What follows belongs to an exercise in optimizing a design on an open flow for small area and a short achievable clock period; a production flow would make more cautious choices.
Only simulation tests tie the RTL to the original design; equivalence was not proved.
The clock input has no modelled driver; a real chip could not lean on it and would need a root buffer or a full tree.
No activity file was given, so power comes from the tool's default toggle rates.

## design/flow/config.mk

```make
export PLATFORM = sky130hd
export DESIGN_NAME = sync_fifo
export DESIGN_NICKNAME = sync_fifo
export VERILOG_FILES = /design/flow/design.v
export SDC_FILE = /design/flow/constraint.sdc
export NUM_CORES = 4
export LEC_CHECK = 0
export CAP_MARGIN = 20
export CORE_MARGIN = 2
export CORE_UTILIZATION = 40
export SETUP_SLACK_MARGIN = 1.8
export SLEW_MARGIN = 20
export TNS_END_PERCENT = 0
```

## design/flow/constraint.sdc

```tcl
create_clock -name core_clock -period 4.0 [get_ports {i_clk}]
set_input_delay 0.8000 -clock core_clock [delete_from_list [all_inputs] [get_ports {i_clk}]]
set_output_delay 0.8000 -clock core_clock [all_outputs]
set_load 0.01 [all_outputs]
```

## design/flow/design.v

```verilog
module sync_fifo #(
	parameter FIFO_DEPTH = 16	        ,
	parameter DATA_WIDTH = 32               ,
	parameter AW         = $clog2(FIFO_DEPTH) 
)
(
	input                   	i_clk            ,  
	input                   	i_rst_n          ,  
	input                   	i_valid_s        ,  
	input  [AW-1:0] 			i_almostfull_lvl ,  
	input  [DATA_WIDTH-1:0] 	i_datain         ,  
	input                   	i_ready_m        ,  
	input  [AW-1:0]				i_almostempty_lvl,  
	output                  	o_ready_s        ,  
	output                  	o_almostfull     ,  
	output                  	o_full           ,  
	output                  	o_valid_m        ,  
	output                  	o_almostempty    ,  
	output                  	o_empty          ,  
	output  [DATA_WIDTH-1:0] 	o_dataout           
);
	localparam RW = FIFO_DEPTH - 1;  
	logic [FIFO_DEPTH:1] ge;
	wire full   = ge[FIFO_DEPTH];
	wire nempty = ge[1];
	wire push   = i_valid_s & ~full;
	wire pop    = i_ready_m & nempty;
	wire inc    = push & ~pop;
	wire dec    = pop & ~push;
	wire [FIFO_DEPTH:1] ge_nx = inc ? {ge[FIFO_DEPTH-1:1], 1'b1} :
	                            dec ? {1'b0, ge[FIFO_DEPTH:2]}   : ge;
	always_ff @(posedge i_clk or negedge i_rst_n) begin
		if (~i_rst_n) ge <= '0;
		else          ge <= ge_nx;
	end
	assign o_full    = full;
	assign o_ready_s = ~full;
	assign o_valid_m = nempty;
	assign o_empty   = ~nempty;
	function automatic logic sel_fall(input logic [15:0] t, input logic [3:0] lvl);
		logic [7:0] y;
		for (int j = 0; j < 8; j++) y[j] = t[2*j] & (~lvl[0] | t[2*j+1]);
		sel_fall = y[lvl[3:1]];
	endfunction
	function automatic logic sel_rise(input logic [15:0] t, input logic [3:0] lvl);
		logic [7:0] y;
		for (int j = 0; j < 8; j++) y[j] = t[2*j+1] & (lvl[0] | t[2*j]);
		sel_rise = y[lvl[3:1]];
	endfunction
	wire [15:0] ge0 = {ge[FIFO_DEPTH-1:1], 1'b1};  
	wire [15:0] le  = ~ge[FIFO_DEPTH:1];           
	assign o_almostfull  = sel_fall(ge0, i_almostfull_lvl);
	assign o_almostempty = sel_rise(le,  i_almostempty_lvl);
	wire ram_we = push & nempty & (ge[2] | ~pop);
	wire ram_re = pop & ge[2];
	wire h_load = pop | ~nempty;
	logic [3:0] wp;
	always_ff @(posedge i_clk or negedge i_rst_n) begin
		if (~i_rst_n)    wp <= 4'd1;
		else if (ram_we) wp <= {wp[2:0], wp[3] ^ wp[2]};
	end
	logic [RW:1] wdec;
	always_comb begin
		for (int i = 1; i <= RW; i++) wdec[i] = (wp == i);
	end
	logic [RW:1] hsel;
	logic [RW:1] hsel_rot;
	always_comb begin
		hsel_rot = hsel;
		if (ram_re) begin
			for (int j = 1; j <= RW; j++) begin
				hsel_rot[{j[2:0], j[3] ^ j[2]}] = hsel[j];
			end
		end
	end
	always_ff @(posedge i_clk or negedge i_rst_n) begin
		if (~i_rst_n) hsel <= '0;
		else          hsel <= (ge[2] ? hsel_rot : wdec) & {RW{ge_nx[2]}};
	end
	wire hsel_in = ~ge[2];
	logic [DATA_WIDTH-1:0] mem [1:RW];
	logic [DATA_WIDTH-1:0] head;
	always_ff @(posedge i_clk) begin
		for (int i = 1; i <= RW; i++) begin
			if (ram_we && wdec[i]) mem[i] <= i_datain;
		end
	end
	logic [DATA_WIDTH-1:0] head_nx;
	always_comb begin
		head_nx = {DATA_WIDTH{hsel_in}} & i_datain;
		for (int i = 1; i <= RW; i++)
			head_nx = head_nx | ({DATA_WIDTH{hsel[i]}} & mem[i]);
	end
	always_ff @(posedge i_clk) begin
		if (h_load) head <= head_nx;
	end
	assign o_dataout = head;
endmodule
```

## design/flow/flow/run.sh

```bash
#!/bin/bash
# Standard layout with these changes:
#  - plain buffers on the ports instead of the delay cells buffer_ports
#    picks by default;
#  - the head register's next-word logic, the file's write enables and
#    the two threshold flags re-mapped by hand in the synthesized netlist
#    (flow/patch_netlist.py), registers untouched;
#  - clock tree: clkbuf_16 root, clkbuf_8 leaves driving up to 14
#    registers each, no dummy loads; after CTS the root buffer is
#    removed, so the clock port drives the four first-level buffers
#    directly (flow/post_cts.tcl).
set -euo pipefail
export BUFFER_PORTS_ARGS="-buffer_cell sky130_fd_sc_hd__buf_1"
export CTS_ARGS="-sink_clustering_enable -repair_clock_nets -sink_clustering_size 14 -sink_clustering_max_diameter 100 -dont_use_dummy_load -buf_list sky130_fd_sc_hd__clkbuf_8 -root_buf sky130_fd_sc_hd__clkbuf_16"
export POST_CTS_TCL=$PWD/flow/post_cts.tcl
R=orfs/results/sky130hd/sync_fifo/base
bash standard.sh synth > synth.log 2>&1
python3 flow/patch_netlist.py $R/1_2_yosys.v > patch.log 2>&1
rm -f $R/1_synth.odb
bash standard.sh > standard.log 2>&1
```

## design/flow/flow/patch_netlist.py

```python
#!/usr/bin/env python3
"""Re-map three parts of the synthesized netlist by hand.

1. The head register's next-word logic. Yosys/ABC maps the 16-way
   AND-OR (15 file words selected by the registered one-hot read pointer
   hsel, plus the input word while the file is empty, !ge[2]) with more
   area than needed; here each bit gets five a222oi, one nand2, two nand3
   and an or2.

2. The two threshold flags.

o_almostfull  = T[i_almostfull_lvl],  T[0] = 1, T[k] = ge[k]   (n >= k)
o_almostempty = L[i_almostempty_lvl], L[k] = !ge[k+1]           (n <= k)
in the form the RTL gives them, whose first level uses the thermometer
order (T falls, L rises with k).

Yosys/ABC maps these 16:1 selections onto two levels of mux4 cells, whose
select-to-output delay is long. Here each is rebuilt from fast cells in
four levels, one per threshold bit (see sel_af and sel_ae).

3. The file's write enables: row i is written when
   i_valid_s & !ge[16] & ge[1] & (ge[2] | !i_ready_m) & (wp == i).
   The two late inputs now meet the early terms in the last gate before
   the row's 32 enable pins.

The cones the synthesis made for these parts are removed. Registers are
not touched.

usage: patch_netlist.py NETLIST.v  (rewritten in place)
"""
import re, sys

path = sys.argv[1]
src = open(path).read()
m = re.search(r'^module sync_fifo\(.*?\);\n', src, re.M | re.S)
head_end = m.end()
end = src.rindex('endmodule')
body = src[head_end:end]

# split body into declarations/assigns and cell instances
stmt_re = re.compile(r'  (sky130_fd_sc_hd__\w+)\s+(\S+)\s*\((.*?)\);\n', re.S)
cells = []
decl = []
pos = 0
for mm in stmt_re.finditer(body):
    decl.append(body[pos:mm.start()])
    pins = [(p, n.strip()) for p, n in re.findall(r'\.(\w+)\(([^()]*)\)', mm.group(3))]
    cells.append({'type': mm.group(1), 'name': mm.group(2), 'pins': pins})
    pos = mm.end()
decl.append(body[pos:])
decl = ''.join(decl)
if re.search(r'^\s*assign\b', decl, re.M):
    sys.exit('patch_flags: netlist has assign statements; not patching')

OUTPINS = {'X', 'Y', 'Q', 'Q_N', 'COUT', 'SUM', 'HI', 'LO'}
def outs(c): return [n for p, n in c['pins'] if p in OUTPINS]
def ins(c): return [n for p, n in c['pins'] if p not in OUTPINS]

# flop Q nets of the occupancy thermometer
ge = {}
for c in cells:
    mm = re.match(r'\\ge\[(\d+)\]\$', c['name'])
    if mm:
        q = dict(c['pins'])['Q']
        ge[int(mm.group(1))] = q
assert sorted(ge) == list(range(1, 17)), sorted(ge)

# remove the cones that drive the two flags
ports = {'o_almostfull', 'o_almostempty'}
driver = {}
for c in cells:
    for n in outs(c):
        driver[n] = c
loads = {}
for c in cells:
    for n in ins(c):
        loads.setdefault(n, []).append(c['name'])
portnets = set(re.findall(r'output (?:\[\d+:\d+\] )?(\w+);', src[:head_end] + decl))
dead = set()
work = [driver[p]['name'] for p in ports]
byname = {c['name']: c for c in cells}
while work:
    nm = work.pop()
    if nm in dead:
        continue
    c = byname[nm]
    if 'df' in c['type']:
        continue
    # a cell is dead if each of its outputs feeds only dead cells or a flag port
    ok = True
    for n in outs(c):
        if n in portnets and n not in ports:
            ok = False
        if any(l not in dead for l in loads.get(n, [])):
            ok = False
    if not ok:
        continue
    dead.add(nm)
    for n in ins(c):
        if n in driver:
            work.append(driver[n]['name'])
cells = [c for c in cells if c['name'] not in dead]
print(f'patch_flags: removed {len(dead)} cells', file=sys.stderr)

new = []
wires = []
cnt = [0]
def w(tag):
    cnt[0] += 1
    n = f'flagw_{tag}_{cnt[0]}'
    wires.append(n)
    return n
def cell(t, **pins):
    cnt[0] += 1
    new.append({'type': 'sky130_fd_sc_hd__' + t, 'name': f'flagc_{cnt[0]}',
                'pins': list(pins.items())})

def decode(s1, s0, tag):
    d = [w(tag) for _ in range(4)]
    cell('nor2_1', A=s1, B=s0, Y=d[0])            # !s1 & !s0
    cell('nor2b_1', A=s1, B_N=s0, Y=d[1])         # !s1 &  s0
    cell('nor2b_1', A=s0, B_N=s1, Y=d[2])         #  s1 & !s0
    cell('and2_1', A=s1, B=s0, X=d[3])            #  s1 &  s0
    return d

def sel_af(nT, s, out, tag):
    """out = T[s] for a decreasing T (T[0] = 1 >= T[1] >= ... >= T[15]),
    given the inverted nT[k] = !T[k] for k = 1..15.

    Stage 1 selects by s0 with one a21oi per pair, using T[2j] >= T[2j+1]:
    T[2j + s0] = !(s0 & nT[2j+1] | nT[2j]). Stage 2 selects by s1 with
    inverting muxes; stages 3 and 4 by s3, s2 through a one-cold decode."""
    Y = []
    for j in range(8):
        y = w(tag + 'a')
        if j == 0:
            cell('nand2_1', A=s[0], B=nT[1], Y=y)                # T[0] = 1
        else:
            cell('a21oi_1', A1=s[0], A2=nT[2*j + 1], B1=nT[2*j], Y=y)
        Y.append(y)
    Zn = []
    for m in range(4):
        z = w(tag + 'b')
        cell('mux2i_1', A0=Y[2*m], A1=Y[2*m + 1], S=s[1], Y=z)   # !T[4m + s1 s0]
        Zn.append(z)
    Hn = [w(tag + 'h') for _ in range(4)]
    cell('or2_1', A=s[3], B=s[2], X=Hn[0])                        # !(!s3 & !s2)
    cell('nand2b_1', A_N=s[3], B=s[2], Y=Hn[1])                   # !(!s3 &  s2)
    cell('nand2b_1', A_N=s[2], B=s[3], Y=Hn[2])                   # !( s3 & !s2)
    cell('nand2_1', A=s[3], B=s[2], Y=Hn[3])                      # !( s3 &  s2)
    p0, p1 = w(tag + 'p'), w(tag + 'p')
    cell('o22a_1', A1=Hn[0], A2=Zn[0], B1=Hn[1], B2=Zn[1], X=p0)
    cell('o22a_1', A1=Hn[2], A2=Zn[2], B1=Hn[3], B2=Zn[3], X=p1)
    cell('nand2_1', A=p0, B=p1, Y=out)

def sel_ae(L, s, out, tag):
    """out = L[s] for an increasing L (L[0] <= L[1] <= ... <= L[15]).

    Stage 1 selects by s0 with one o21ai per pair, using L[2j] <= L[2j+1]:
    !L[2j + s0] = !((s0 | L[2j]) & L[2j+1]). Stage 2 selects by s1 with
    inverting muxes; stages 3 and 4 by s3, s2 through a one-hot decode."""
    Yn = []
    for j in range(8):
        y = w(tag + 'a')
        cell('o21ai_1', A1=s[0], A2=L[2*j], B1=L[2*j + 1], Y=y)
        Yn.append(y)
    Z = []
    for m in range(4):
        z = w(tag + 'b')
        cell('mux2i_1', A0=Yn[2*m], A1=Yn[2*m + 1], S=s[1], Y=z)  # L[4m + s1 s0]
        Z.append(z)
    H = decode(s[3], s[2], tag + 'h')
    z0, z1 = w(tag + 'z'), w(tag + 'z')
    cell('a22oi_1', A1=H[0], A2=Z[0], B1=H[1], B2=Z[1], Y=z0)
    cell('a22oi_1', A1=H[2], A2=Z[2], B1=H[3], B2=Z[3], Y=z1)
    cell('nand2_1', A=z0, B=z1, Y=out)

def inv(n, tag):
    y = w(tag)
    cell('inv_1', A=n, Y=y)
    return y


# ---- head register next-word logic ----
mem = {}
rp = {}
head = {}
for c in cells:
    mm = re.match(r'\\mem\[(\d+)\]\[(\d+)\]\$', c['name'])
    if mm:
        mem[int(mm.group(1)), int(mm.group(2))] = dict(c['pins'])['Q']
    mm = re.match(r'\\hsel\[(\d+)\]\$', c['name'])
    if mm:
        rp[int(mm.group(1))] = dict(c['pins'])['Q']
    mm = re.match(r'\\head\[(\d+)\]\$', c['name'])
    if mm:
        head[int(mm.group(1))] = c
NW = len(rp)
NB = len(head)
assert sorted(rp) == list(range(1, NW + 1)) and NW == 15, sorted(rp)
assert len(mem) == NW * NB, len(mem)

# remove the cells that only feed head D pins
hd_nets = {dict(c['pins'])['D'] for c in head.values()}
driver = {}
for c in cells:
    for n in outs(c):
        driver[n] = c
loads = {}
for c in cells:
    for p, n in c['pins']:
        if p not in OUTPINS:
            loads.setdefault(n, []).append((c['name'], p))
byname = {c['name']: c for c in cells}
headnames = {c['name'] for c in head.values()}
dead = set()
work = [driver[n]['name'] for n in hd_nets if n in driver]
while work:
    nm = work.pop()
    if nm in dead:
        continue
    c = byname[nm]
    if 'df' in c['type']:
        continue
    ok = True
    for n in outs(c):
        if n in portnets:
            ok = False
        for l, p in loads.get(n, []):
            if l in dead or (l in headnames and p == 'D'):
                continue
            ok = False
    if not ok:
        continue
    dead.add(nm)
    for n in ins(c):
        if n in driver:
            work.append(driver[n]['name'])
cells = [c for c in cells if c['name'] not in dead]
print(f'patch: head logic: removed {len(dead)} cells', file=sys.stderr)

sel = dict(rp)
sel_in = w('hselin')
cell('inv_4', A=ge[2], Y=sel_in)
for b, hc in sorted(head.items()):
    lo = []
    for g in range(5):
        y = w('hm')
        i0, i1, i2 = 3*g + 1, 3*g + 2, 3*g + 3
        cell('a222oi_1', A1=sel[i0], A2=mem[i0, b], B1=sel[i1], B2=mem[i1, b],
             C1=sel[i2], C2=mem[i2, b], Y=y)
        lo.append(y)
    y = w('hm')
    cell('nand2_1', A=sel_in, B=f'i_datain[{b}]', Y=y)
    lo.append(y)
    n0, n1, d = w('hn'), w('hn'), w('hd')
    cell('nand3_1', A=lo[0], B=lo[1], C=lo[2], Y=n0)
    cell('nand3_1', A=lo[3], B=lo[4], C=lo[5], Y=n1)
    cell('or2_1', A=n0, B=n1, X=d)
    hc['pins'] = [(p, d if p == 'D' else n) for p, n in hc['pins']]


# ---- file write enables ----
wp = {}
for c in cells:
    mm = re.match(r'\\wp\[(\d+)\]\$', c['name'])
    if mm:
        wp[int(mm.group(1))] = dict(c['pins'])['Q']
assert sorted(wp) == [0, 1, 2, 3], sorted(wp)
memcells = [c for c in cells if re.match(r'\\mem\[\d+\]\[\d+\]\$', c['name'])]
memnames = {c['name'] for c in memcells}
de_nets = {dict(c['pins'])['DE'] for c in memcells}
driver = {}
for c in cells:
    for n in outs(c):
        driver[n] = c
loads = {}
for c in cells:
    for p, n in c['pins']:
        if p not in OUTPINS:
            loads.setdefault(n, []).append((c['name'], p))
byname = {c['name']: c for c in cells}
dead = set()
work = [driver[n]['name'] for n in de_nets if n in driver]
while work:
    nm = work.pop()
    if nm in dead:
        continue
    c = byname[nm]
    if 'df' in c['type']:
        continue
    ok = True
    for n in outs(c):
        if n in portnets:
            ok = False
        for l, p in loads.get(n, []):
            if l in dead or (l in memnames and p == 'DE'):
                continue
            ok = False
    if not ok:
        continue
    dead.add(nm)
    for n in ins(c):
        if n in driver:
            work.append(driver[n]['name'])
cells = [c for c in cells if c['name'] not in dead]
print(f'patch: write enables: removed {len(dead)} cells', file=sys.stderr)

room = w('weok')
cell('nor2b_4', A=ge[16], B_N=ge[1], Y=room)              # !full & !empty
late = w('welate')
cell('nand2b_4', A_N=ge[2], B='i_ready_m', Y=late)        # ge[2] | !i_ready_m
row = {}
for i in range(1, NW + 1):
    d = w('wdec')
    one = [wp[k] for k in range(4) if i >> k & 1]
    zero = [wp[k] for k in range(4) if not i >> k & 1]
    if len(one) == 4:
        cell('and4_1', A=one[0], B=one[1], C=one[2], D=one[3], X=d)
    elif len(one) == 3:
        cell('and4b_1', A_N=zero[0], B=one[0], C=one[1], D=one[2], X=d)
    elif len(one) == 2:
        cell('and4bb_1', A_N=zero[0], B_N=zero[1], C=one[0], D=one[1], X=d)
    else:
        cell('nor4b_1', A=zero[0], B=zero[1], C=zero[2], D_N=one[0], Y=d)
    row[i] = w('wrow')
    cell('and4_4', A='i_valid_s', B=late, C=room, D=d, X=row[i])
for c in memcells:
    i = int(re.match(r'\\mem\[(\d+)\]', c['name']).group(1))
    c['pins'] = [(p, row[i] if p == 'DE' else n) for p, n in c['pins']]

af_s = [f'i_almostfull_lvl[{i}]' for i in range(4)]
ae_s = [f'i_almostempty_lvl[{i}]' for i in range(4)]
nge = {k: inv(ge[k], 'nge') for k in range(1, 17)}      # !(n >= k) = (n < k)
sel_af([None] + [nge[k] for k in range(1, 16)], af_s, 'o_almostfull', 'af')
sel_ae([nge[k + 1] for k in range(16)], ae_s, 'o_almostempty', 'ae')

def fmt(c):
    pins = ',\n'.join(f'    .{p}({n} )' if n.startswith('\\') else f'    .{p}({n})'
                       for p, n in c['pins'])
    return f'  {c["type"]} {c["name"]} (\n{pins}\n  );\n'

# drop declarations of wires that no longer exist
used = set()
for c in cells + new:
    for p, n in c['pins']:
        n = n.strip()
        used.add(n[1:] if n.startswith('\\') else re.sub(r'\[\d+\]$', '', n))
out_decl = []
for line in decl.splitlines(keepends=True):
    mm = re.match(r'\s*wire (?:\[\d+:\d+\] )?(\S+)\s*;', line)
    if mm and mm.group(1).lstrip('\\') not in used and mm.group(1) not in portnets:
        continue
    out_decl.append(line)
decl = ''.join(out_decl)
decl += ''.join(f'  wire {n};\n' for n in wires)
open(path, 'w').write(src[:head_end] + decl + ''.join(fmt(c) for c in cells + new) + src[end:])
print(f'patch_flags: added {len(new)} cells', file=sys.stderr)
```

## design/flow/flow/post_cts.tcl

```tcl
set block [ord::get_db_block]
set clk_net [[$block findBTerm i_clk] getNet]
set its [$clk_net getITerms]
if {[llength $its] == 1} {
  set root [[lindex $its 0] getInst]
  set out_net [[$root findITerm X] getNet]
  set loads {}
  foreach it [$out_net getITerms] {
    if {[$it getInst] ne $root} { lappend loads $it }
  }
  if {[llength $loads] <= 4} {
    foreach it $loads {
      $it disconnect
      $it connect $clk_net
    }
    puts "post_cts: removed root buffer [$root getName], the port drives [llength $loads] cells"
    odb::dbInst_destroy $root
    odb::dbNet_destroy $out_net
  }
}
estimate_parasitics -placement
report_clock_skew
report_worst_slack -max
```

## design/flow/standard.sh

```bash
#!/bin/bash
# synth_recipe.tcl (not shown) runs the flow's synth.tcl, then flattens the netlist and writes it again
# the make line also repeats each setting of config.mk as NAME=value (left out here)
make -C /OpenROAD-flow-scripts/flow DESIGN_CONFIG=/design/flow/config.mk WORK_HOME=/design/flow/orfs CLKGATE_MAP_FILE= SYNTH_SCRIPT=/design/flow/synth_recipe.tcl "${@:-finish}"
```

==> out/qor.log, run 1 <==
[timing] WHS 0.538 ns
[placed_design] buffers added on ports 81
[global_route] number of global-route vias before repair 11,266
[placed_design] sum of net half-perimeters after detailed placement 22.8 mm
[route] via count of the routed design 11,303
[layout] Ant. Diodes 0
[floorplanning] row count 82
[layout] Layout Nets 1,256
[timing] Worst Max-Slew Pin Slew 1.12 ns
[route] number of DRC violations after detailed routing 0
[power_and_ir_drop] static leakage 7.01 nW
[route] number of nets still failing antenna checks after routing 0
[clock_network] clock insertion delay at the later pin of the skew report 0.36 ns
[clock_network] CTS sink cnt 547
[setup_path] Crit Path Class in2out
[global_route] Tot GR Track Use 18.8%
[yosys] average cell area after synthesis 18.2 µm²
[global_route] remaining global-route overflow 0
[power_and_ir_drop] areal power density over the cells 531 mW/mm²
[global_route] global-route wire length before repair 73.2 mm
[layout] proportion of layout cells with a drive suffix above 1 9.97%
[timing] Worst Clk Skew 0.0611 ns
[layout] Layout Area Growth over Synthesis 8.64%
[route] Routed WL 50.1 mm
[floorplanning] die span in x 229 µm
[route] First DRT Iteration DRCs 1,622
[status] run status no timing/DRC/antenna violations
[yosys] yosys warns 2
[global_route] initial antenna violation count 3
[route] post-DR wirelength/cell 26.7 µm
[timing] Min Clock Period, post-route 2.40 ns
[floorplanning] starting density of the core 40.5%
[timing] RSZ-0062 raised after global routing yes
[placed_design] instance count after placement with tap cells included 1,826
[timing] upper clock frequency limit 416 MHz
[yosys] Syn Std Cell Area 0.0203 mm²
[timing] remaining max-slew budget at the tightest pin 25.4%
[route] detailed-routing iteration count for the pre-antenna-repair pass 10
[placed_design] placer congestion estimate 0.764
[timing] post-route setup TNS 0 ns
[power_and_ir_drop] IR Drop Worst-Case VDD 0.242 mV
[setup_path] worst setup slack for register-to-register paths 1.75 ns
[timing] Setup-failing EPs final 0
[global_route] pin count of the biggest net entering global routing 36
[clock_network] clk slew on worst S/H paths 0.04 ns
[floorplanning] CORE AREA 0.0501 mm²
[timing] Fin. Hold Viols 0
[setup_path] endpoint kind of the worst setup timing path output pin
[yosys] post-synth net total 1,166
[run] Max-Cap Viols 0
[timing] fraction of the cycle the final worst path needs 60.1%
[setup_path] data required time of the worst path 3.20 ns
[route] routed via count divided by cell count 6.03
[min_path] Hold Crit Class reg2reg
[floorplanning] full die area 0.0525 mm²
[yosys] cell count after synthesis 1,116
[setup_path] Startpoint Class primary input
[layout] Final Instance Count excl. Fillers 1,876
[setup_path] Crit path arrival time 1.60 ns
[timing] count of final max-slew check failures 0
[setup_path] Max FO, Critical Path 4
[floorplanning] height of the die 229 µm
[floorplanning] Top Ports 82
state kept, by name, summed over array words and instances (netlist names):
| name | cells |
|---|---|
| wp | 4 |
| mem | 480 |
| head | 32 |
| hsel | 15 |
| ge | 16 |
routing by layer:
| metal | global-route usage (%) | part of all wire, % | routed length, µm | up-vias |
|---|---|---|---|---|
| li1 | - | - | - | 4868 |
| met1 | 27.0 | 43 | 21400 | 5815 |
| met2 | 29.7 | 46 | 23300 | 528 |
| met3 | 3.59 | 8.8 | 4420 | 86 |
| met4 | 4.36 | 2.0 | 983 | 6 |
| met5 | 0 | 0.068 | 34 | - |
through the flow:
step	worst slack, ns	cell area (µm²)	util, %	power, mW
detailed placement	0.905	21300	42.5	9.03
global placement	0.961	21300	42.5	8.98
floorplan	1.86	20300	-	8.22
finish	1.60	22000	44.0	11.7
global route	1.53	22000	44.0	12.2
power breakdown:
group / internal [mW] / switching [mW] / total, mW
Combinational: 0.694 / 1.10 / 1.80
Clock: 1.08 / 1.61 / 2.69
Sequential: 6.75 / 0.440 / 7.19
critical path, stage by stage:
cell     delay, ns
buf_1         0.24
mux2i_1       0.23
o22a_1        0.16
nand2_1       0.04
buf_2         0.13
layout make-up:
type                       count  area [µm²]
clock buffer                  44         651
fill                        4419       28100
inverter                      25        98.8
multi-input combinational    498        3730
sequential                   547       16300
tap                          672         841
timing repair buffer          90         417
path summary, 6_finish.rpt:
| kind | start | to | depth (start not counted) |
|---|---|---|---|
| setup / recovery | i_almostfull_lvl[1] | o_almostfull | 5 |
| hold / removal | ge[15]$_DFFE_PN0P_ | ge[15]$_DFFE_PN0P_ | 2 |
| setup reg to reg | ge[1]$_DFFE_PN0P_ | mem[11][30]$_DFFE_PP_ | 4 |
| hold reg to reg | ge[15]$_DFFE_PN0P_ | ge[15]$_DFFE_PN0P_ | 2 |
| max in group asynchronous | i_rst_n | hsel[6]$_DFF_PN0_ | 1 |
| min in group asynchronous | i_rst_n | ge[10]$_DFFE_PN0P_ | 1 |
placed cells by master, fill, tap and decap left out, types with 3 or more instances in the layout:
master	n
buf_4	7
mux2_1	3
o21ai_0	14
inv_1	21
nor4b_1	4
clkbuf_2	3
and4bb_1	6
dfrtp_1	18
buf_1	75
ha_1	4
a222oi_1	160
o21ai_1	8
or2_1	33
a21oi_1	20
and4_4	15
edfxtp_1	512
nand3_1	64
nor2b_1	8
nor2_1	31
and4b_1	4
dfrtp_2	16
mux2i_1	10
a22oi_1	17
mux2_2	15
clkbuf_16	4
clkbuf_8	40
nand2_1	64
buf_2	3
==> run 2: changes to the inputs <==
--- a/design/flow/config.mk
+++ b/design/flow/config.mk
@@ -8,6 +8,6 @@
 export CAP_MARGIN = 20
 export CORE_MARGIN = 2
 export CORE_UTILIZATION = 40
-export SETUP_SLACK_MARGIN = 1.8
+export SETUP_SLACK_MARGIN = 2.1
 export SLEW_MARGIN = 20
 export TNS_END_PERCENT = 0
==> run 2 against run 1 <==
Still clean. Non-clock buffer count up 9. Clock-buffer cell count is the same. Sequential cell count is the same. Sequential power shrank 1%. Cell count is 0.48% higher. Combinational power barely moved. Global-route usage shrank 0.99 points. Core utilization grew 0.17 points. Fmax increased by 3.2%. Register-to-register slack lost 0.05 ns. Setup slack improved by 0.075 ns. First-iteration DRC count increased by 7.0%. Critical endpoint unchanged.
==> out/qor.log, run 2 <==
[route] number of nets still failing antenna checks after routing 0 [unchanged]
[setup_path] Max FO, Critical Path 8 [was 4]
[floorplanning] height of the die 229 µm [unchanged]
[timing] post-route setup TNS 0 ns [unchanged]
[power_and_ir_drop] power dissipated by switching net loads 3.15 mW [about the same]
[route] via count of the routed design 11,278 [was 11,303]
[route] routed via count divided by cell count 5.98 [was 6.03]
[setup_path] Startpoint Class primary input [unchanged]
[layout] number of flip-flops under the largest register name 480 [unchanged]
[setup_path] RR Endpoint head[11]$_DFFE_PP_ [was mem[11][30]$_DFFE_PP_]
[setup_path] Slowest cell on crit path o22a_1 [was buf_1]
[floorplanning] starting density of the core 40.5% [unchanged]
[placed_design] placer congestion estimate 0.777 [was 0.764]
[timing] count of final max-slew check failures 0 [unchanged]
[setup_path] kind of cell adding the most delay to the critical path compound AO/OA/AOI/OAI gates [was buffers and inverters]
[timing] Min Clock Period, post-route 2.33 ns [was 2.40 ns]
[layout] proportion of layout cells with a drive suffix above 1 11.0% [was 9.97%]
[power_and_ir_drop] internal cell power 8.49 mW [was 8.53 mW]
[clock_network] CTS sink cnt 547 [unchanged]
[setup_path] delay of the slowest critical-path stage 0.22 ns [was 0.24 ns]
[power_and_ir_drop] Final Power 11.6 mW [was 11.7 mW]
[layout] highest-count cells in the layout ignoring fill and taps edfxtp_1, a222oi_1, buf_1, nand3_1, nand2_1 [was edfxtp_1, a222oi_1, buf_1, nand2_1, nand3_1]
[clock_network] clock insertion delay at the later pin of the skew report 0.38 ns [was 0.36 ns]
[power_and_ir_drop] static leakage 7.07 nW [was 7.01 nW]
[setup_path] launch point of the worst reg-to-reg path hsel[7]$_DFF_PN0_ [was ge[1]$_DFFE_PN0P_]
[global_route] global-route wire length before repair 70.5 mm [was 73.2 mm]
[yosys] average cell area after synthesis 18.2 µm² [unchanged]
[placed_design] buffers added on ports 81 [unchanged]
[global_route] Tot GR Track Use 17.8% [was 18.8%]
[clock_network] clk slew on worst S/H paths 0.12 ns [was 0.04 ns]
[power_and_ir_drop] power share of the sequential group 61.1% [was 61.6%]
[setup_path] worst reg-to-reg path cell count 4 [unchanged]
[setup_path] worst setup slack for register-to-register paths 1.70 ns [was 1.75 ns]
[timing] Setup-failing EPs final 0 [unchanged]
[timing] remaining max-slew budget at the tightest pin 28.1% [was 25.4%]
[timing] Fin. Hold Viols 0 [unchanged]
[power_and_ir_drop] share of total power consumed by net switching 27.1% [was 27.0%]
[min_path] Hold Crit Class in2async [was reg2reg]
[layout] top flop regs mem x480, head x32, ge x16 [unchanged]
[timing] Worst Clk Skew 0.0534 ns [was 0.0611 ns]
[timing] Worst Max-Slew Pin Slew 1.08 ns [was 1.12 ns]
[setup_path] Crit path arrival time 1.53 ns [was 1.60 ns]
[power_and_ir_drop] IR Drop Worst-Case VDD 0.208 mV [was 0.242 mV]
[layout] Layout Nets 1,265 [was 1,256]
[yosys] yosys warns 2 [unchanged]
[layout] Ant. Diodes 0 [unchanged]
[route] Routed WL 48.2 mm [was 50.1 mm]
[timing] RSZ-0062 raised after global routing yes [unchanged]
[global_route] pin count of the biggest net entering global routing 36 [unchanged]
[run] Max-Cap Viols 0 [unchanged]
[floorplanning] CORE AREA 0.0501 mm² [unchanged]
[power_and_ir_drop] areal power density over the cells 527 mW/mm² [was 531 mW/mm²]
[timing] upper clock frequency limit 430 MHz [was 416 MHz]
[yosys] Syn Std Cell Area 0.0203 mm² [unchanged]
[setup_path] data required time of the worst path 3.20 ns [about the same]
[setup_path] endpoint kind of the worst setup timing path output pin [unchanged]
[layout] utilization after layout 44.1% [was 44.0%]
[global_route] remaining global-route overflow 0 [unchanged]
[yosys] cell count after synthesis 1,116 [unchanged]
[route] detailed-routing iteration count for the pre-antenna-repair pass 9 [was 10]
[floorplanning] full die area 0.0525 mm² [unchanged]
[route] First DRT Iteration DRCs 1,735 [was 1,622]
[power_and_ir_drop] clock share of power 23.3% [was 23.1%]
[global_route] initial antenna violation count 2 [was 3]
[route] post-DR wirelength/cell 25.6 µm [was 26.7 µm]
[floorplanning] die span in x 229 µm [unchanged]
[setup_path] Worst Path Buf+Inv 2 [unchanged]
[layout] Top reg by flops mem [unchanged]
[power_and_ir_drop] Comb pwr share 15.6% [was 15.4%]
[global_route] number of global-route vias before repair 11,159 [was 11,266]
[status] run status no timing/DRC/antenna violations [unchanged]
[setup_path] Crit Path Class in2out [unchanged]
[layout] most common cell after layout, fill and taps aside edfxtp_1 [unchanged]
[layout] Layout Area Growth over Synthesis 9.05% [was 8.64%]
[timing] fraction of the cycle the final worst path needs 58.2% [was 60.1%]
[route] number of DRC violations after detailed routing 0 [unchanged]
[setup_path] CP Cell Sequence buf_4 -> a21oi_2 -> mux2i_1 -> o22a_1 -> nand2_2 -> buf_2 [was buf_1 -> mux2i_1 -> o22a_1 -> nand2_1 -> buf_2]
[placed_design] sum of net half-perimeters after detailed placement 23.9 mm [was 22.8 mm]
[floorplanning] row count 82 [unchanged]
[floorplanning] Top Ports 82 [unchanged]
[yosys] post-synth net total 1,166 [unchanged]
## run 2: layout make-up
class | instances | area [µm²]
fill | 4427 | 28000
sequential | 547 | 16300
multi-input combinational | 498 | 3780
tap | 672 | 841
clock buffer | 44 | 651
timing repair buffer | 99 | 467
inverter | 25 | 96.3
## run 2: per-stage QoR
stage / cells / instance area [µm²] / setup WS, ns / hold slack (ns)
6_report: 1885 / 22100 / 1.67 / 0.538
5_1_grt: 1885 / 22100 / 1.60 / 0.586
3_5_place_dp: 1833 / 21300 / 1.08 / 0.535
3_3_place_gp: 1833 / 21300 / 1.16 / 0.526
2_1_floorplan: 1116 / 20300 / 1.92 / 0.493
## run 2: power groups by stage
| stage | Clock, mW | Sequential [mW] | Combinational (mW) |
|---|---|---|---|
| 3_5_place_dp | 0 | 7.26 | 1.77 |
| 6_report | 2.71 | 7.11 | 1.81 |
| 5_1_grt | 2.97 | 7.16 | 1.98 |
| 3_3_place_gp | 0 | 7.24 | 1.74 |
| 2_1_floorplan | 0 | 7.21 | 1.02 |
## run 2: worst max-delay path by stage
stage | to | startpoint | slack [ns] | depth (start not counted)
floorplan | o_almostfull | i_almostfull_lvl[3] | 1.92 | 3
global placement | hsel[4]$_DFF_PN0_ | i_valid_s | 1.16 | 8
detailed placement | hsel[1]$_DFF_PN0_ | i_valid_s | 1.08 | 8
global route | o_almostempty | i_almostempty_lvl[0] | 1.60 | 6
finish | o_almostfull | i_almostfull_lvl[0] | 1.67 | 6
## run 2: worst register-to-register path, cell delays in order (launching register included)
cell and delay (ns):
dfrtp_1 0.78, buf_4 0.44, a222oi_1 0.40, nand3_1 0.11, or2_1 0.31
## run 2: per-layer routing
metal / global-route usage [%] / vias to the layer above / share of wire [%]
met5: 0 / - / 0.048
met4: 4.24 / 4 / 2.2
met3: 3.59 / 82 / 9.6
met2: 28.3 / 546 / 46
met1: 25.2 / 5762 / 42
li1: - / 4884 / -

[afterwards: timing with drivers on the ports]
No port has a modelled driver above. Below, the same layouts with a new extraction and two added sets of constraints.
Step 1 (the two cells are an assumption about what drives the block):
set clk [get_ports {i_clk}]
set_driving_cell -lib_cell sky130_fd_sc_hd__clkbuf_16 $clk
set_driving_cell -lib_cell sky130_fd_sc_hd__buf_2 [delete_from_list [all_inputs] $clk]
Step 2 times the ports against the registers' clock, not the clock port: input delays grow and output delays shrink by t, the midpoint of the rising clock arrivals with the driver on.
Slacks: ideal / step 1 / step 2; pairs: ideal / step 1.
| run | t, ns | slack for setup (ns) | worst setup path at the end | latest minus earliest clock arrival (ns) | worst register clock-pin slew, ns |
|---|---|---|---|---|---|
| run 1 | 0.446 | 1.597 / 1.576 / 1.264 | input to register | 0.061 / 0.061 | 0.09 / 0.09 |
| run 2 | 0.453 | 1.672 / 1.640 / 1.321 | input to register | 0.054 / 0.053 | 0.12 / 0.12 |
After both steps every run listed still meets setup and hold. For run 2, which loses most, drivers alone change the setup slack by -0.032 ns; drivers and shift together by -0.351 ns.
